What follows belongs to an exercise in optimizing a design on an open flow for small area and a short achievable clock period; a production flow would make more cautious choices. Function was checked by simulation only, so behaviour that the tests miss may differ from the original.

## try-yarrow
// signed_vector_division
module signed_vector_division(in_vector_1, in_vector_2, clk, out_vector);
Size in the first run: about 260 flip-flops, roughly 170 I/O pins.
export LEC_CHECK = 0
export CAP_MARGIN = 20
export CORE_MARGIN = 2
export CORE_UTILIZATION = 40
export SLEW_MARGIN = 20
create_clock -name core_clock -period 80.0 [get_ports {clk}]
run.sh (not shown) runs the stock make flow with config.mk's settings and CLKGATE_MAP_FILE= SYNTH_SCRIPT=/design/flow/synth_recipe.tcl, a recipe that flattens the netlist after the stock synthesis.
Edits applied to the flow inputs when going from try-yarrow to try-juniper:
- ABC_AREA: unset -> 1
- CORE_UTILIZATION: 40 -> 60
==> flow/flow/run.sh (new file) <==
#!/bin/bash
# The standard layout (the standard.sh: standard synthesis, floorplan,
# placement, CTS, routing, finish) with only one change: ORFS's timing
# repair is asked to keep 50 ns of setup slack instead of 0, so that it sizes
# up the critical cells of the divider array.  Synthesis, constraints, clock
# period and every other setting are the standard flow's.
set -e
export SETUP_SLACK_MARGIN=50
bash standard.sh > standard.log 2>&1
==> flow/standard.sh (new file) <==
#!/bin/bash
# synth_recipe.tcl (not shown) runs the flow's synth.tcl, then flattens the netlist and writes it again
# the make line also repeats each setting of config.mk as NAME=value (left out here)
make -C /OpenROAD-flow-scripts/flow DESIGN_CONFIG=/design/flow/config.mk WORK_HOME=/design/flow/orfs CLKGATE_MAP_FILE= SYNTH_SCRIPT=/design/flow/synth_recipe.tcl "${@:-finish}"
removed: flow/run.sh
- Post-synthesis average cell area shrinks by more than 10% when moving from try-yarrow to try-juniper.
- try-juniper has routed length on met3 above what try-yarrow had.
- Cell count: try-juniper and try-yarrow compared, higher one is try-juniper
- Looking at main combinational cell family by area after synthesis, the adder cells result is from try-yarrow; the simple AND/OR/NAND/NOR gates one comes from try-juniper.
- [compare] base=try-yarrow new=try-juniper: wire length saw an increase, number of clock-tree buffers in the layout saw a decrease, die area saw a decrease, summed area of non-filler cells in the final layout saw an increase, net count of the finished layout saw an increase.
- Going from try-yarrow to try-juniper, number of global-route vias before repair increased by 3,275 relative to the old numbers.
The inputs of try-nickel differ from those of try-juniper as listed below.
- changing SLEW_MARGIN from 20 to 80
==> flow/run.sh (new file) <==
#!/bin/bash
# synth_recipe.tcl (not shown) runs the flow's synth.tcl, then flattens the netlist and writes it again
# the make line also repeats each setting of config.mk as NAME=value (left out here)
make -C /OpenROAD-flow-scripts/flow DESIGN_CONFIG=/design/flow/config.mk WORK_HOME=/design/flow/orfs CLKGATE_MAP_FILE= SYNTH_SCRIPT=/design/flow/synth_recipe.tcl finish
removed: flow/flow/run.sh
removed: flow/standard.sh
Findings:
- The faster design of the two is try-juniper; try-nickel tops out lower.
- try-juniper → try-nickel: final worst-path cycle share rose by 2.0 points; number of buffer and inverter stages on the critical path fell by 4; relative max-transition margin rose by 38 points; die area stayed essentially flat; final setup slack of the worst path fell by 1.62 ns.
- Summary: setup slack on the worst flop-to-flop path, try-nickel worse than try-juniper
- try-juniper → try-nickel: clock-buffer cell count rose by 1, share of post-route cells with drive strength above 1 has decreased, routed wire length saw a decrease.


ember:
signed_vector_division, a different RTL version from the one above (not shown whole).
Size: ~8,200 cells after synthesis, about 55,000 um2 of cells after synthesis.
clock: 80.0 ns
lec_check: 0
abc_area: 1
cap_margin: 20
core_margin: 2
core_utilization: 70
slew_margin: 80
Stock flow here: none of the scripts above is used.
ember ran to completion and came out clean on the timing, design-rule and antenna checks.
### ember -> xenon
# ember
export LEC_CHECK = 0
export ABC_AREA = 1
export CAP_MARGIN = 20
export CORE_MARGIN = 2
export CORE_UTILIZATION = 70
export SLEW_MARGIN = 80
create_clock -name core_clock -period 80.0 [get_ports {clk}]
# xenon
export LEC_CHECK = 0
export ABC_AREA = 1
export CAP_MARGIN = 20
export CORE_MARGIN = 2
export CORE_UTILIZATION = 55
export SLEW_MARGIN = 20
create_clock -name core_clock -period 80.0 [get_ports {clk}]
Findings:
- xenon | stages: all done | timing, DRC, antenna: all pass
- Sort xenon and ember by cell count, descending, and xenon comes first.
- Wire length: xenon < ember
- Cell area ends up lower on xenon.
- Measured against each other, xenon and ember differ in share of the final layout cell area in multi-input gates, the higher figure coming from ember.
- Compared with ember, placement density in the core of xenon is lower.
- Re cell depth of the worst setup path: xenon is 117 down on ember.
Setup changes, xenon to pepper
# xenon
export LEC_CHECK = 0
export ABC_AREA = 1
export CAP_MARGIN = 20
export CORE_MARGIN = 2
export CORE_UTILIZATION = 55
export SLEW_MARGIN = 20
create_clock -name core_clock -period 80.0 [get_ports {clk}]
# pepper
export LEC_CHECK = 0
export ABC_AREA = 1
export CAP_MARGIN = 20
export CORE_MARGIN = 2
export CORE_UTILIZATION = 60
export SLEW_MARGIN = 80
create_clock -name core_clock -period 80.0 [get_ports {clk}]
==> results.txt <==
- pepper vs xenon — number of placement rows dropped by a few percent
- Changes observed in pepper relative to xenon: wire length went down; buffering stage count on the worst path with inverters included climbed 22; met1 track demand over resource moved up; non-clock buffer count picked up an extra 78.
- Looking at worst slew margin relative to its limit across pepper and xenon, the one that comes out higher is pepper.
- Worst setup slack before clock tree synthesis in pepper is 2930 ps higher than in xenon
- Row global-route met2 utilization: pepper higher / xenon lower

==> re-timing with driven ports <==
The results above use ideal ports. As a check the final layouts listed here were re-extracted and re-timed, cells and wires unchanged.
Step 1: set_driving_cell puts a clkbuf_16 on clk and a buf_2 on each other input, an assumption about the parent block.
Step 2 also shifts input and output timing later by t, the mid clock arrival at the registers, as if the neighbouring blocks saw the same clock.
a / b / c = no drivers / after step 1 / after step 2; a / b = the first two.
run	t, ns	setup slack, ns	worst setup path at the end	clock arrival spread, ns	worst register clock-pin slew, ns
try-yarrow	0.668	41.245 / 41.245 / 41.245	register to register	0.042 / 0.042	0.06 / 0.06
try-juniper	0.667	50.798 / 50.732 / 50.263	input to register	0.017 / 0.017	0.07 / 0.07
try-nickel	0.669	49.177 / 49.229 / 48.560	input to register	0.021 / 0.020	0.07 / 0.07
ember	0.628	48.038 / 48.038 / 48.038	register to register	0.036 / 0.036	0.07 / 0.07
xenon	0.670	46.079 / 46.004 / 46.147	register to register	0.041 / 0.041	0.07 / 0.07
pepper	0.665	48.710 / 48.710 / 48.710	register to register	0.033 / 0.032	0.07 / 0.07
After both steps setup and hold are still met in every run listed. The setup slack of try-nickel, which loses most, moves by +0.052 ns with the drivers and by -0.617 ns with both steps.
